Source: an optimization exercise on an open RTL-to-GDS flow (aim: small area). Production flows keep margins and buffers that such runs may drop.
The RTL was checked by simulation tests, not by an equivalence proof against the original design.
Power and IR drop assume default switching activity.

## flow/run.sh

```bash
#!/bin/bash
# synth_recipe.tcl (not shown) runs the flow's synth.tcl, then flattens the netlist and writes it again
# the make line also repeats each setting of config.mk as NAME=value (left out here)
make -C /OpenROAD-flow-scripts/flow DESIGN_CONFIG=/design/flow/config.mk WORK_HOME=/design/flow/orfs CLKGATE_MAP_FILE= SYNTH_SCRIPT=/design/flow/synth_recipe.tcl finish
```

## flow/design.v

```verilog
`timescale 1ns / 1ps
module alu_32(
   input  [31:0] A_in,B_in,         
   input  [3:0]  ALU_Sel,           
   output [31:0] ALU_Out,           
   output reg    Carry_Out,
   output        Zero,              
   output reg    Overflow    
    );
reg [31:0] ALU_Result;
reg [32:0] temp;
reg [32:0] twos_com;  
assign ALU_Out = ALU_Result;  
assign Zero = (ALU_Result == 0);  
always @ (*)
    begin
        Overflow = 1'b0;
        Carry_Out = 1'b0;
        case ( ALU_Sel )
            4'b0000 :  
                ALU_Result = A_in & B_in ;
            4'b0001 :  
                ALU_Result = A_in | B_in ;
            4'b0010 :  
                begin
                    ALU_Result = $signed(A_in) + $signed(B_in);
                    temp = {1'b0, A_in} + {1'b0, B_in};
                    Carry_Out = temp[32];
                    if ((A_in[31] && B_in[31] && ~ALU_Out[31]) || 
                    (~A_in[31] && ~B_in[31] && ALU_Out[31]))
                        Overflow = 1'b1;
                    else
                        Overflow = 1'b0;
                end
            4'b0110:  
                begin
                    ALU_Result = $signed(A_in)- $signed (B_in) ;
                    twos_com = ~(B_in) + 1'b1;
                    if ((A_in[31] && twos_com[31] && ~ALU_Out[31]) ||
                    (~A_in[31] && ~twos_com[31] && ALU_Out[31]))
                        Overflow = 1'b1;
                    else
                        Overflow = 1'b0;
                end
            4'b0111:  
                ALU_Result = ($signed(A_in) < $signed(B_in)) ? 32'd1 : 32'd0;
            4'b1100:  
                ALU_Result = ~(A_in | B_in);
            4'b1111:  
                ALU_Result = (A_in == B_in) ? 32'd1 : 32'd0;
            default: ALU_Result = A_in + B_in;
        endcase
    end
endmodule 
`timescale 1 ns / 1 ps
module ALUController (
    ALUOp, Funct7, Funct3, Operation
    );
    input [1:0] ALUOp;
    input [6:0] Funct7;
    input [2:0] Funct3;
    output [3:0] Operation;
    assign Operation[0] = 
    ((Funct3 == 3'b110) || ((Funct3 == 3'b010) && (ALUOp[0] == 1'b0)))
    ? 1'b1 : 1'b0; 
    assign Operation[1] = ((Funct3 == 3'b000) || (Funct3 == 3'b010)) 
    ? 1'b1 : 1'b0; 
    assign Operation[2] = 
    ((Funct3 == 3'b100) || ((Funct3 == 3'b010) && (ALUOp[0] == 1'b0))
    || ((Funct3 == 3'b000) && (Funct7[5] == 1'b1))) ? 1'b1 : 1'b0; 
    assign Operation[3] = (Funct3 == 3'b100) ? 1'b1 : 1'b0; 
endmodule  
`timescale 1 ns / 1 ps
module Controller (
    Opcode,
    ALUSrc, MemtoReg, RegWrite, MemRead, MemWrite,
    ALUOp
    );
    input [6:0] Opcode;
    output ALUSrc, MemtoReg, RegWrite, MemRead, MemWrite;
    output [1:0] ALUOp;
    assign MemtoReg = (Opcode == 7'b0000011) ? 1'b1 : 1'b0; 
    assign MemWrite = (Opcode == 7'b0100011) ? 1'b1 : 1'b0; 
    assign MemRead = (Opcode == 7'b0000011) ? 1'b1 : 1'b0; 
    assign ALUSrc = ((Opcode == 7'b0000011) || (Opcode == 7'b0100011) || 
        (Opcode == 7'b0010011)) ? 1'b1 : 1'b0; 
    assign RegWrite = (Opcode == 7'b0100011) ? 1'b0 : 1'b1;
    assign ALUOp = ((Opcode == 7'b0000011) || (Opcode == 7'b0100011)) ? 2'b01 :  
        (Opcode == 7'b0010011) ? 2'b00 : (Opcode == 7'b0110011) ? 2'b10 : 2'b11;     
endmodule  
`timescale 1ns / 1ps
module FlipFlop(
   input  clk , reset,
   input  [7:0] d,
   output [7:0] q
   );
reg [7:0] temp_q;   
always @(posedge clk) 
    begin
         if(reset==1'b1)
            temp_q <= 1'b0;
         else
            temp_q <= d;   
    end  
assign q = temp_q;
endmodule  
`timescale 1ns / 1ps
module ImmGen(
    InstCode,
    ImmOut
    );
input [31:0] InstCode ;
output reg [31:0] ImmOut;
always @(InstCode)
    begin
        case (InstCode [6:0])
            7'b0000011:
                ImmOut= {InstCode[31] ? {20{1'b1}} : 20'b0, InstCode[31:20]};
            7'b0010011:
                ImmOut = {InstCode[31] ? {20{1'b1}} : 20'b0, InstCode[31:20]};
            7'b0100011:
                ImmOut = {InstCode[31] ? {20{1'b1}} : 20'b0, InstCode[31:25], InstCode[11:7]};
            7'b0010111:
                ImmOut = {InstCode[31:12], 12'b0};
            default:
                ImmOut = {32'b0};
        endcase
    end
endmodule
`timescale 1ns / 1ps
module MUX21 (
        D1 , D2 , S , Y
);
input S;
input [31:0] D1;
input [31:0] D2;
output [31:0] Y;
assign Y = S ? D2 : D1; 
endmodule 
`timescale 1ns / 1ps
module RegFile(
  input clk, reset, rg_wrt_en,
  input [4:0] rg_wrt_addr, 
  input [4:0] rg_rd_addr1,
  input [4:0] rg_rd_addr2, 
  input [31:0] rg_wrt_data,
  output wire [31:0] rg_rd_data1,
  output wire [31:0] rg_rd_data2
);
reg [31:0] register_file [31:0];
integer i;
always @(posedge clk or posedge reset) 
    begin
         if(reset==1'b1)  
            for(i = 0; i < 32; i = i + 1)
                begin
                    register_file[i] <= 32'h00000000;
                end
         else  
            if(rg_wrt_en==1'b1)  
                    register_file[rg_wrt_addr] <= rg_wrt_data;
    end  
assign rg_rd_data1 = register_file[rg_rd_addr1];
assign rg_rd_data2 = register_file[rg_rd_addr2];
endmodule  
module data_path #(
    parameter PC_W = 8,        
    parameter INS_W = 32,      
    parameter RF_ADDRESS = 5,  
    parameter DATA_W = 32,     
    parameter DM_ADDRESS = 9,  
    parameter ALU_CC_W = 4     
 )(
    input                  clk ,     
    input                  reset,    
    input                  reg_write,    
    input                  mem2reg,      
    input                  alu_src,      
    input                  mem_write,    
    input                  mem_read,     
    input  [ALU_CC_W-1:0]  alu_cc,       
    output          [6:0]  opcode,       
    output          [6:0]  funct7,       
    output          [2:0]  funct3,       
    output   [DATA_W-1:0]  alu_result,   
    output          [7:0]  inst_addr,    
    input   [INS_W-1:0]    inst_data,    
    output   [DATA_W-1:0]  dmem_wdata,   
    input    [DATA_W-1:0]  dmem_rdata    
 );
wire [7:0] PC; 
wire [7:0] PCPlus4; 
wire [31:0] Instruction; 
wire [4:0] rd_addr1_wire; 
wire [4:0] rd_addr2_wire; 
wire [4:0] wrt_addr_wire; 
wire [31:0] WriteBack_Data; 
wire [31:0] Reg1; 
wire [31:0] Reg2; 
wire [31:0] ExtImm; 
wire [31:0] SrcB; 
wire Carry_out; 
wire overflow; 
wire zero; 
wire [31:0] ALU_Result; 
wire [31:0] DataMem_read; 
FlipFlop ff(.clk(clk), .reset(reset), .d(PCPlus4), .q(PC));
assign PCPlus4 = PC + 4;
assign inst_addr = PC;
assign Instruction = inst_data;
assign rd_addr1_wire = Instruction[19:15];
assign rd_addr2_wire = Instruction[24:20];
assign wrt_addr_wire = Instruction[11:7];
assign opcode = Instruction[6:0];
assign funct3 = Instruction[14:12];
assign funct7 = Instruction[31:25];
RegFile rf(.clk(clk), .reset(reset), .rg_wrt_en(reg_write), .rg_wrt_addr(wrt_addr_wire), 
  .rg_rd_addr1(rd_addr1_wire), .rg_rd_addr2(rd_addr2_wire), 
  .rg_wrt_data(WriteBack_Data), .rg_rd_data1(Reg1), .rg_rd_data2(Reg2));
ImmGen ig(.InstCode(Instruction), .ImmOut(ExtImm));
MUX21 m1(.D1(Reg2), .D2(ExtImm), .S(alu_src), .Y(SrcB));
alu_32 a(.A_in(Reg1), .B_in(SrcB), .ALU_Sel(alu_cc), .ALU_Out(ALU_Result), 
.Carry_Out(Carry_out), .Zero(zero), .Overflow(overflow));
assign alu_result = ALU_Result;
assign dmem_wdata = Reg2;
assign DataMem_read = dmem_rdata;
MUX21 m2(.D1(ALU_Result), .D2(DataMem_read), .S(mem2reg), .Y(WriteBack_Data));
endmodule  
`timescale 1ns / 1ps
module processor
(
    input clk , reset ,
    output [7:0]  inst_addr,    
    input  [31:0] inst_data,    
    output        mem_read,     
    output        mem_write,    
    output [31:0] mem_wdata,    
    input  [31:0] mem_rdata,    
    output [31:0] Result
);
    wire [6:0] Op_code;
    wire ALU_Src;
    wire Mem_to_Reg;
    wire Reg_Write;
    wire Mem_Read;
    wire Mem_Write;
    wire [1:0] ALU_Op;
    wire [6:0] Funct_7;
    wire [2:0] Funct_3;
    wire [3:0] Operation;
    Controller controll(.Opcode(Op_code) , .ALUSrc(ALU_Src), .MemtoReg(Mem_to_Reg), 
    .RegWrite(Reg_Write), .MemRead(Mem_Read), .MemWrite(Mem_Write), .ALUOp(ALU_Op));
    ALUController ALU_controll(.ALUOp(ALU_Op), .Funct7(Funct_7), .Funct3(Funct_3), 
        .Operation(Operation));
    data_path dp(.clk(clk), .reset(reset), .reg_write(Reg_Write), .mem2reg(Mem_to_Reg),
    .alu_src(ALU_Src), .mem_write(Mem_Write), .mem_read(Mem_Read), .alu_cc(Operation),
    .opcode(Op_code), .funct7(Funct_7), .funct3(Funct_3), .alu_result(Result),
    .inst_addr(inst_addr), .inst_data(inst_data), .dmem_wdata(mem_wdata), .dmem_rdata(mem_rdata));
    assign mem_read = Mem_Read;
    assign mem_write = Mem_Write;
endmodule  
```

## flow/constraint.sdc

```tcl
create_clock -name core_clock -period 10.0 [get_ports {clk}]
set_input_delay 2.0000 -clock core_clock [delete_from_list [all_inputs] [get_ports {clk}]]
set_output_delay 2.0000 -clock core_clock [all_outputs]
set_load 0.01 [all_outputs]
```

## flow/config.mk

```make
export PLATFORM = sky130hd
export DESIGN_NAME = processor
export DESIGN_NICKNAME = processor
export VERILOG_FILES = /design/flow/design.v
export SDC_FILE = /design/flow/constraint.sdc
export NUM_CORES = 4
export LEC_CHECK = 0
export ABC_CLOCK_PERIOD_IN_PS = 7000
export CAP_MARGIN = 20
export CORE_MARGIN = 2
export CORE_UTILIZATION = 30
export SETUP_SLACK_MARGIN = 0.2
export SLEW_MARGIN = 20
```

==> key figures, run 1 <==
Outcome
  – Status: complete, no violations

Timing
  – RSZ-0062 raised after global routing: yes
  – Fin. max-slew vios: 0
  – Total negative setup slack: 0 ps
  – Worst slew pin tran: 1250 ps
  – Max Freq: 102 MHz
  – Final Hold Fails: 0
  – Worst slew margin: 0.164
  – Min Hold Slack: 459 ps
  – Min Clock Period, post-route: 9780 ps
  – Setup Skew: 96.9 ps
  – Final setup violation count: 0
  – Final Cycle Share: 0.978

Global route
  – GR Util met3: 0.124
  – Remaining global-route overflow: 0
  – Total Routing Usage GR: 0.337
  – Vias in the first global route: 58259
  – Met1 Use GR: 0.408
  – First-pass GRT wire length: 461 mm
  – Grt met2 use: 0.493
  – Largest net degree at the start of global routing: 165
  – Most congested layer reported by global routing: met2
  – Initial antenna violation count: 16

Critical path
  – Startpoint Class: input port
  – Slowest CP cell: clkdlybuf4s50_1
  – Family with the most delay on the worst path: buffers and inverters
  – Worst flop-to-flop path endpoint: dp.rf.register_file[19][26]
  – Crit. End Element: primary output
  – Reg2Reg Launch Point: dp.rf.register_file[26][0]
  – FF-to-FF setup slack: 4240 ps
  – CP most frequent cell: buf_4
  – CP arrival: 7780 ps
  – Worst EP required: 8000 ps
  – Largest fanout on the critical path: 17
  – Max incr delay on CP: 490 ps
  – Worst Path Buf+Inv: 8
  – Worst r2r path cells: 30
  – Setup Crit Path Kind: input port to primary output

Clocking
  – Root buffer cell: clkbuf_16
  – Later-pin clock latency in the skew report: 830 ps
  – Hold Buf Count CTS: 0
  – CTS sink cnt: 1030
  – H-tree depth: 3
  – Deepest clock path buffer count: 3
  – Clock transition at path regs: 50 ps
  – Num CTS Buffers: 116
  – CTS tree: yes

Worst hold path
  – Hold path endpoint: dp.ff.temp_q[2]
  – Hold path depth: 1
  – Hold Crit Class: flip-flop to flip-flop
  – Hold path start: dp.ff.temp_q[2]

Floorplan
  – Die H: 439 um
  – Die area: 0.193 mm2
  – Io pins: 140
  – Initial core utilization: 0.302
  – Die Wd: 439 um
  – Core Box Area: 0.188 mm2
  – Std-Cell Rows: 159

Routing
  – Drt pass-1 iters: 17
  – DR WL/cell: 34.2 um
  – Antenna viol nets, final: 0
  – Final wirelength: 334 mm
  – Via count: 61612
  – Vias per cell: 6.31
  – # DRC: 0
  – DRT iter0 DRCs: 10072

Flow run
  – Max_cap viols: 0

Power and ir drop
  – P_leak: 32.3 nW
  – Power, Total: 21.4 mW
  – Peak VDD IR: 0.193 mV
  – PwrDens: 298 mW/mm2

Placement
  – DP Area: 0.0666 mm2
  – DP Wirelength: 213 mm
  – GP Congestion: 1.01
  – IO buf count: 137

Finish
  – Finished Core Util: 0.382
  – Synthesis-to-layout area growth: 26.4%
  – Layout cells sized above 1: 0.186
  – Design Area, Final: 0.0719 mm2
  – Nets: 7308

Yosys
  – Yosys reg bits: 1030
  – Synth unique cells: 102
  – Syn avg cell area: 8.51 um2
  – Ys flop type: dfrtp_1
  – Number of synthesized flops with an enable pin: 0
  – Asr flop ratio synth: 0.994
  – Cells after Synth: 6681
  – Sequential share of the synthesized area: 0.453
  – Post-synthesis cell area: 0.0569 mm2
  – Synthesis Warnings: 5
routing by layer:
layer / routed length, um / part of all wire / vias up
met3: 45300 / 0.14 / 1718
met5: 217 / 0.00065 / -
met4: 30700 / 0.092 / 18
met2: 137000 / 0.41 / 5016
li1: - / - / 25208
met1: 120000 / 0.36 / 29652
synth_stat cells (all sizes together) (34+ instances only):
library cell     n  share of area
a2111oi         36         0.0058
a21oi          231          0.021
a221oi          51         0.0079
a22o            48         0.0074
a22oi          778           0.10
and3            89         0.0098
buf            120         0.0099
clkbuf         483          0.032
dfrtp         1024           0.45
ha              92          0.020
inv            107         0.0071
mux2            37         0.0073
mux2i           34         0.0066
nand2         1391          0.092
nand3          110         0.0097
nand4           62         0.0068
nor2           294          0.019
nor3            99         0.0088
nor4            65         0.0073
o21a            41         0.0054
o21ai          914          0.081
o31ai          107          0.014
sequential cells by signal, indices dropped and copies added, names as in the netlist:
| name | cells |
|---|---|
| dp.rf.register_file | 1024 |
| dp.ff.temp_q | 6 |
power breakdown:
group | switching, mW | total, mW | internal [mW] | leakage, nW
combinational | 5.40 | 8.99 | 3.59 | 17.0
sequential | 1.90 | 7.83 | 5.93 | 13.4
clock | 1.96 | 4.58 | 2.62 | 1.98
total | 9.27 | 21.4 | 12.1 | 32.3
cells by family after synthesis:
| group | share of synthesized area |
|---|---|
| AO/OA/AOI/OAI | 0.278 |
| XOR/XNOR | 0.00662 |
| adder cells (fa/ha/maj) | 0.0209 |
| buffers and inverters | 0.0491 |
| flip-flops | 0.453 |
| multiplexers | 0.0140 |
| other | 0.0000659 |
| AND/OR/NAND/NOR | 0.178 |
final cells by class:
cell class / count / area [um2]
Clock buffer: 161 / 3360
Clock inverter: 55 / 683
Antenna cell: 16 / 40.0
Fill cell: 18910 / 116000
Inverter: 109 / 413
Multi-Input combinational cell: 4940 / 29900
Sequential cell: 1030 / 25700
Timing Repair Buffer: 951 / 8630
Tap cell: 2495 / 3120
through the flow:
stage               setup slack [ps]  instances
CTS                              137       9730
global route                     124       9742
detailed placement              -868       9499
finish                           220       9757
floorplan                      -6110       6682
global placement               -1160       9499
how the worst max path moves through the flow:
stage,slack (ps),cells after the start,endpoint,start
global placement,-1160,30,Result[20],inst_data[22]
global route,120,32,Result[25],inst_data[20]
finish,220,26,Result[30],inst_data[16]
detailed placement,-870,27,Result[31],inst_data[20]
floorplan,-6110,1,dp.rf.register_file[0][0],reset
CTS,140,28,Result[23],inst_data[21]
layout by cell type (no fill, tap or decap), types with 24 or more instances in the layout:
| master | netlist | routed |
|---|---|---|
| and3_1 | 89 | 89 |
| a221oi_1 | 51 | 48 |
| clkbuf_16 | 0 | 117 |
| buf_6 | 0 | 27 |
| mux2_2 | 36 | 36 |
| ha_1 | 92 | 89 |
| a21o_1 | 24 | 24 |
| nor4_1 | 64 | 55 |
| xor2_1 | 30 | 30 |
| inv_1 | 103 | 102 |
| nor3_1 | 98 | 87 |
| o21ai_1 | 68 | 66 |
| nand2b_1 | 30 | 28 |
| nor2b_1 | 31 | 28 |
| dfrtp_1 | 1024 | 1024 |
| buf_4 | 12 | 708 |
| a22o_1 | 48 | 48 |
| o31ai_1 | 104 | 100 |
| a2111oi_0 | 34 | 24 |
| nand3_1 | 110 | 101 |
| a22oi_1 | 778 | 774 |
| a21oi_1 | 228 | 208 |
| clkdlybuf4s50_1 | 0 | 114 |
| nor2_4 | 0 | 60 |
| buf_12 | 0 | 61 |
| clkbuf_8 | 0 | 29 |
| o21a_1 | 41 | 41 |
| nor2_1 | 292 | 229 |
| o21ai_0 | 845 | 834 |
| nand2_1 | 1391 | 1362 |
| a31oi_1 | 27 | 25 |
| nand4_1 | 62 | 62 |
worst reg2reg max path: cells and delay by family (launching register included):
kind                     cells  cell delay [ps]
flip-flops                   1              420
AO/OA/AOI/OAI               11             2090
buffers and inverters        9             1420
adder cells (fa/ha/maj)      2              430
AND/OR/NAND/NOR              6              880
multiplexers                 2              380
repair_timing:
action,CTS,global route
setup endpoints to repair,27,26
pin swaps,18,26
setup buffers,12,8
endpoints found under the hold margin,0,0
gates cloned,3,1
gates resized for setup,104,112
==> inputs of run 2 (changes only) <==
==> flow/design.v (replaced) <==
`timescale 1ns / 1ps
module ao22 (input a1, a2, b1, b2, output y);
  assign y = (a1 & a2) | (b1 & b2);
endmodule
module aoi222 (input a1, a2, b1, b2, c1, c2, output y);
  assign y = ~((a1 & a2) | (b1 & b2) | (c1 & c2));
endmodule
module aoi22 (input a1, a2, b1, b2, output y);
  assign y = ~((a1 & a2) | (b1 & b2));
endmodule
module rdmux32 (input [31:0] sel, input [31:0] d, output y_n);
  wire [10:0] t;
  genvar k;
  generate
    for (k = 0; k < 10; k = k + 1) begin : g3
      aoi222 u (.a1(sel[3*k]), .a2(d[3*k]), .b1(sel[3*k+1]), .b2(d[3*k+1]),
                .c1(sel[3*k+2]), .c2(d[3*k+2]), .y(t[k]));
    end
  endgenerate
  aoi22 u10 (.a1(sel[30]), .a2(d[30]), .b1(sel[31]), .b2(d[31]), .y(t[10]));
  assign y_n = ~(~&t[3:0] | ~&t[7:4] | ~&t[10:8]);
endmodule
`timescale 1ns / 1ps
module RegFile(
  input         clk, reset, rg_wrt_en,
  input  [4:0]  rg_wrt_addr,
  input  [4:0]  rg_rd_addr1,
  input  [4:0]  rg_rd_addr2,
  input  [31:0] rg_wrt_data,
  output [31:0] rg_rd_data1,
  output [31:0] rg_rd_data2
);
reg  [1023:0] q;        
reg  [31:0]   valid;
wire [1023:0] d;
wire [31:0]   we, sel1, sel2, rd1_n, rd2_n;
genvar r, b;
generate
  for (r = 0; r < 32; r = r + 1) begin : row
    assign we[r]   = rg_wrt_en & (rg_wrt_addr == r);
    assign sel1[r] = valid[r] & (rg_rd_addr1 == r);
    assign sel2[r] = valid[r] & (rg_rd_addr2 == r);
    for (b = 0; b < 32; b = b + 1) begin : bt
      ao22 w (.a1(we[r]), .a2(rg_wrt_data[b]), .b1(~we[r]), .b2(q[32*r+b]),
              .y(d[32*r+b]));
    end
  end
  for (b = 0; b < 32; b = b + 1) begin : col
    wire [31:0] c;
    for (r = 0; r < 32; r = r + 1) begin : cr
      assign c[r] = q[32*r+b];
    end
    rdmux32 m1 (.sel(sel1), .d(c), .y_n(rd1_n[b]));
    rdmux32 m2 (.sel(sel2), .d(c), .y_n(rd2_n[b]));
  end
endgenerate
always @(posedge clk)
  q <= d;
always @(posedge clk or posedge reset)
  if (reset) valid <= 32'b0;
  else       valid <= valid | we;
assign rg_rd_data1 = ~rd1_n;
assign rg_rd_data2 = ~rd2_n;
endmodule
`timescale 1ns / 1ps
module processor
(
    input clk , reset ,
    output [7:0]  inst_addr,    
    input  [31:0] inst_data,    
    output        mem_read,     
    output        mem_write,    
    output [31:0] mem_wdata,    
    input  [31:0] mem_rdata,    
    output [31:0] Result
);
reg [5:0] pc;
always @(posedge clk)
  if (reset) pc <= 6'd0;
  else       pc <= pc + 6'd1;
assign inst_addr = {pc, 2'b00};
wire [6:0] opcode = inst_data[6:0];
wire [2:0] f3     = inst_data[14:12];
wire is_load  = (opcode == 7'b0000011);
wire is_store = (opcode == 7'b0100011);
wire is_opimm = (opcode == 7'b0010011);
wire is_op    = (opcode == 7'b0110011);
assign mem_read  = is_load;
assign mem_write = is_store;
wire [31:0] rs1v, rs2v;
wire [31:0] wb = is_load ? mem_rdata : Result;
RegFile rf(.clk(clk), .reset(reset), .rg_wrt_en(~is_store),
  .rg_wrt_addr(inst_data[11:7]), .rg_rd_addr1(inst_data[19:15]),
  .rg_rd_addr2(inst_data[24:20]), .rg_wrt_data(wb),
  .rg_rd_data1(rs1v), .rg_rd_data2(rs2v));
assign mem_wdata = rs2v;
wire [31:0] immI = {{20{inst_data[31]}}, inst_data[31:20]};
wire [31:0] immS = {{20{inst_data[31]}}, inst_data[31:25], inst_data[11:7]};
wire [31:0] B = is_store ? immS : (is_load | is_opimm) ? immI : rs2v;
wire slt = (f3 == 3'b010) & (is_op | is_opimm);
wire sub = ((f3 == 3'b000) & inst_data[30]) | slt;
wire [31:0] sum = rs1v + (B ^ {32{sub}}) + {31'b0, sub};
wire lt = (rs1v[31] ^ B[31]) ? rs1v[31] : sum[31];
reg [31:0] res;
always @(*) begin
  case (f3)
    3'b000: res = sum;
    3'b010: res = slt ? {31'b0, lt} : sum;
    3'b110: res = rs1v | B;
    3'b100: res = ~(rs1v | B);
    default: res = rs1v & B;
  endcase
end
assign Result = res;
endmodule
--- a/flow/config.mk
+++ b/flow/config.mk
@@ -11,3 +11,4 @@
 export CORE_UTILIZATION = 30
 export SETUP_SLACK_MARGIN = 0.2
 export SLEW_MARGIN = 20
+export SYNTH_HIERARCHICAL = 1
==> run 2 against run 1 <==
Effect of this change:
- cell count fell by 31%
- sequential cell count rose by 32
- critical path depth fell by 7
- routed wire length fell by 32%
- via count fell by 24%
- die area fell by 20%
- register-to-register slack got worse by 480 ps
- power fell by 39%
- maximum frequency fell by 0.57%
- critical path type unchanged
- critical endpoint is now Result[25]
- highest routed layer unchanged
==> key figures, run 2 <==
Outcome
  – Status: complete, no violations

Power and ir drop
  – Peak VDD IR: 0.148 mV
  – Power, Total: 13.1 mW
  – Share of power burned in combinational logic: 0.220
  – Sw Pwr: 4.24 mW
  – Pint: 8.81 mW
  – Seq pwr share: 0.453
  – P_leak: 22.5 nW
  – Switching part of the total power: 0.325
  – Clock power share: 0.327
  – PwrDens: 231 mW/mm2

Global route
  – Total Routing Usage GR: 0.279
  – Grt met2 use: 0.401
  – Most congested layer reported by global routing: met2
  – Met1 Use GR: 0.367
  – First-pass GRT wire length: 316 mm
  – Initial antenna violation count: 15
  – GR Util met3: 0.0841
  – Vias in the first global route: 43492
  – Remaining global-route overflow: 0
  – Largest net degree at the start of global routing: 42

Finish
  – Top flop regs: rf.q x1024, rf.valid x32, pc x6
  – Layout cells sized above 1: 0.191
  – # fillers: 14671
  – Synthesis-to-layout area growth: 25.2%
  – Most frequent cells in the layout: 1030 x dfxtp_1, 1024 x a22o_1, 640 x a222oi_1
  – Top reg by flops: rf.q
  – Final Non-Filler Cells: 6689
  – Leading cell type in the layout, fill and taps excluded: dfxtp_1
  – Nets: 4683
  – Max FFs per register: 1024

Yosys
  – Synth cell count leaders: 1030 x dfxtp_1, 1024 x a22o_1, 640 x a222oi_1
  – Main area contributors after synthesis: dfxtp_1 46%, a22o_1 20%, a222oi_1 14%
  – Yosys reg bits: 1062
  – Syn avg cell area: 11.4 um2
  – Post-synth top area share: 0.456
  – Synthesis Warnings: 8
  – Ys flop type: dfxtp_1
  – Sequential share of the synthesized area: 0.474
  – Most numerous cell in the Yosys netlist: dfxtp_1
  – Area leader, netlist: dfxtp_1
  – Synth unique cells: 82
  – Cells after Synth: 3969
  – Post-synthesis cell area: 0.0452 mm2
  – Number of synthesized flops with an enable pin: 0
  – Asr flop ratio synth: 0.0301

Clocking
  – Clock transition at path regs: 50 ps
  – Later-pin clock latency in the skew report: 780 ps
  – CTS sink cnt: 1062
  – Root buffer cell: clkbuf_16
  – Deepest clock path buffer count: 3
  – Num CTS Buffers: 108
  – CTS tree: yes
  – H-tree depth: 3

Placement
  – Dpl ws: -143 ps
  – DP Wirelength: 145 mm
  – IO buf count: 137
  – Cell Count Post-Placement: 6484
  – GP Congestion: 0.981

Critical path
  – Family with the most delay on the worst path: simple AND/OR/NAND/NOR gates
  – Max incr delay on CP: 570 ps
  – Largest fanout on the critical path: 14
  – Crit. End Element: primary output
  – Startpoint Class: input port
  – Worst EP required: 8000 ps
  – Setup Crit Path Kind: input port to primary output
  – Slowest CP cell: clkdlybuf4s50_1
  – Worst Setup SP: inst_data[16]
  – Cell Chain, Critical Path: clkdlybuf4s50_1 -> and2_1 -> and3_2 -> a222oi_1 -> nand4_1 -> nor3_2 -> inv_1 -> ha_1 -> nor2b_1 -> a211oi_2 -> o21ai_0 -> nor3b_1 -> o21ai_1 -> buf_4 -> nor3b_1 -> o31ai_1 -> buf_4 -> nand2_1 -> clkdlybuf4s50_1
  – Worst Path Buf+Inv: 5
  – CP arrival: 7840 ps
  – Reg2Reg Launch Point: rf.valid[24]

Floorplan
  – Die H: 392 um
  – Io pins: 140
  – Initial core utilization: 0.302
  – Die area: 0.154 mm2
  – Core Box Area: 0.150 mm2
  – Std-Cell Rows: 142
  – Die Wd: 392 um

Timing
  – Max Freq: 102 MHz
  – Fin. max-slew vios: 0
  – Setup ws final: 164 ps
  – RSZ-0062 raised after global routing: yes
  – Worst slew pin tran: 1240 ps
  – Setup Skew: 63.8 ps
  – Final setup violation count: 0
  – Final Hold Fails: 0
  – Worst slew margin: 0.174
  – Min Clock Period, post-route: 9840 ps
  – Final Cycle Share: 0.984

Routing
  – DRT iter0 DRCs: 12039
  – DR WL/cell: 33.8 um
  – Vias per cell: 6.98
  – Via count: 46694
  – Antenna viol nets, final: 0
  – Final wirelength: 226 mm
  – # DRC: 0
  – Drt pass-1 iters: 14

Worst hold path
  – Hold path start: pc[0]
  – Hold Crit Class: flip-flop to flip-flop

Flow run
  – Max_cap viols: 0
run 2: cell types whose count changed in the layout (fill, tap and decap cells not counted), sizes merged, moves of 58 or more:
| cell | delta |
|---|---|
| ha | -58 |
| nand4 | +74 |
| o21ai | -867 |
| nand2 | -1316 |
| a22oi | -712 |
| a22o | +976 |
| o31ai | -100 |
| nor4 | -63 |
| dfrtp | -992 |
| dfxtp | +1024 |
| a222oi | +628 |
| buf | -385 |
| a21oi | -185 |
| nor2 | -179 |
run 2: per-module statistics from Yosys, one instance, submodules excluded:
module / copies in the design / flip-flops and latches / cell area, um2 / cells
rdmux32: 64 / 0 / 27.5 / 4
aoi222: 640 / 0 / 10.0 / 1
ao22: 1024 / 0 / 8.76 / 1
processor: 1 / 6 / 4330 / 635
aoi22: 64 / 0 / 12.5 / 1
RegFile: 1 / 1056 / 22900 / 1350
run 2: worst reg2reg max path: stages, from the launching register on:
cell and delay [ps]:
dfrtp_1 390, and3_2 240, buf_12 200, a222oi_1 490, nand3_1 280, nor3_2 230
inv_1 90, nand2b_1 140, o31ai_1 100, a21oi_1 110, buf_4 190, xor2_1 140
ha_1 300, buf_4 160, a21o_1 190, a21o_1 180, a21oi_1 190, buf_4 160
nand3_1 140, o2111ai_2 250, buf_4 140, nand3_1 60, and4_4 240, o221ai_2 180
buf_6 170, mux2_2 850, a22o_1 310
run 2: area by class of cell:
type                            instances  area, um2  area share
Antenna cell                            1       2.50   0.0000442
Inverter                               84        315     0.00557
Multi-Input combinational cell       2764      23700       0.419
Clock inverter                         42        582      0.0103
Tap cell                             2016       2520      0.0446
Timing Repair Buffer                  562       4910      0.0868
Clock buffer                          158       3130      0.0554
Sequential cell                      1062      21400       0.379
run 2: repair_timing:
action	4_1_cts	5_1_grt
pin swaps	8	28
setup buffers	0	1
endpoints found under the setup margin	26	23
hold buffers	0	0
resized for setup	12	32
run 2: power by group through the flow:
stage / registers, mW / clock network, mW / logic [mW]
after floorplan: 5.73 / 0 / 1.60
after global placement: 5.91 / 0 / 2.73
after detailed placement: 5.92 / 0 / 2.78
after CTS: 5.85 / 4.28 / 2.78
after global routing: 5.99 / 4.45 / 3.01
final: 5.91 / 4.27 / 2.88
run 2: stage by stage:
step                 util  TNS (ps)  area, um2  hold slack [ps]
floorplan               -         0      45200              433
global placement    0.351      -630      52600              446
detailed placement  0.352     -1200      52700              454
CTS                 0.377         0      56400              467
global route        0.378         0      56600              491
finish              0.378         0      56600              464
run 2: final timing paths:
path                                end  slack [ps]  cells after the start
max                          Result[25]         160                     19
min in group asynchronous   rf.valid[0]        1920                      3
max in group asynchronous  rf.valid[11]        7740                      3
min reg2reg                       pc[0]         460                      1
max reg2reg                   rf.q[351]        3760                     26
min                               pc[0]         460                      1
run 2: kinds of logic after synthesis:
| logic type | after synthesis | synth area share |
|---|---|---|
| adder cells (fa/ha/maj) | 35 | 0.00986 |
| buffers and inverters | 144 | 0.0127 |
| flip-flops | 1062 | 0.474 |
| multiplexers | 30 | 0.00728 |
| XOR/XNOR | 83 | 0.0164 |
| AND/OR/NAND/NOR | 629 | 0.0823 |
| AO/OA/AOI/OAI | 1985 | 0.397 |
| other | 1 | 0.0000830 |
run 2: layer usage:
| metal | vias to the layer above | share of wire |
|---|---|---|
| li1 | 18931 | - |
| met1 | 22914 | 0.38 |
| met2 | 4137 | 0.41 |
| met3 | 696 | 0.14 |
| met4 | 16 | 0.063 |
| met5 | - | 0.00048 |

==> port drivers added, routing unchanged <==
Ports are ideal in the flow. The routed layouts listed here were re-timed in OpenROAD.
Step 1 sets driving cells, clkbuf_16 on the clock port and buf_2 on the other inputs (assumed; they add their load-dependent delay and slew).
Step 2 times the ports against the registers' clock, not the clock port: input delays grow and output delays shrink by t, the midpoint of the rising clock arrivals with the driver on.
Slacks: ideal / step 1 / step 2; pairs: ideal / step 1.
| run | t, ns | setup WS [ns] | worst hold slack (ns) |
|---|---|---|---|
| run 1 | 0.856 | 0.220 / 0.181 / 0.181 | 0.459 / 0.459 / 0.459 |
| run 2 | 0.818 | 0.164 / 0.141 / 0.141 | 0.464 / 0.464 / 0.464 |
After both steps setup and hold are still met in every run listed. For run 1, which loses most, drivers alone change the setup slack by -0.039 ns; drivers and shift together by -0.039 ns.
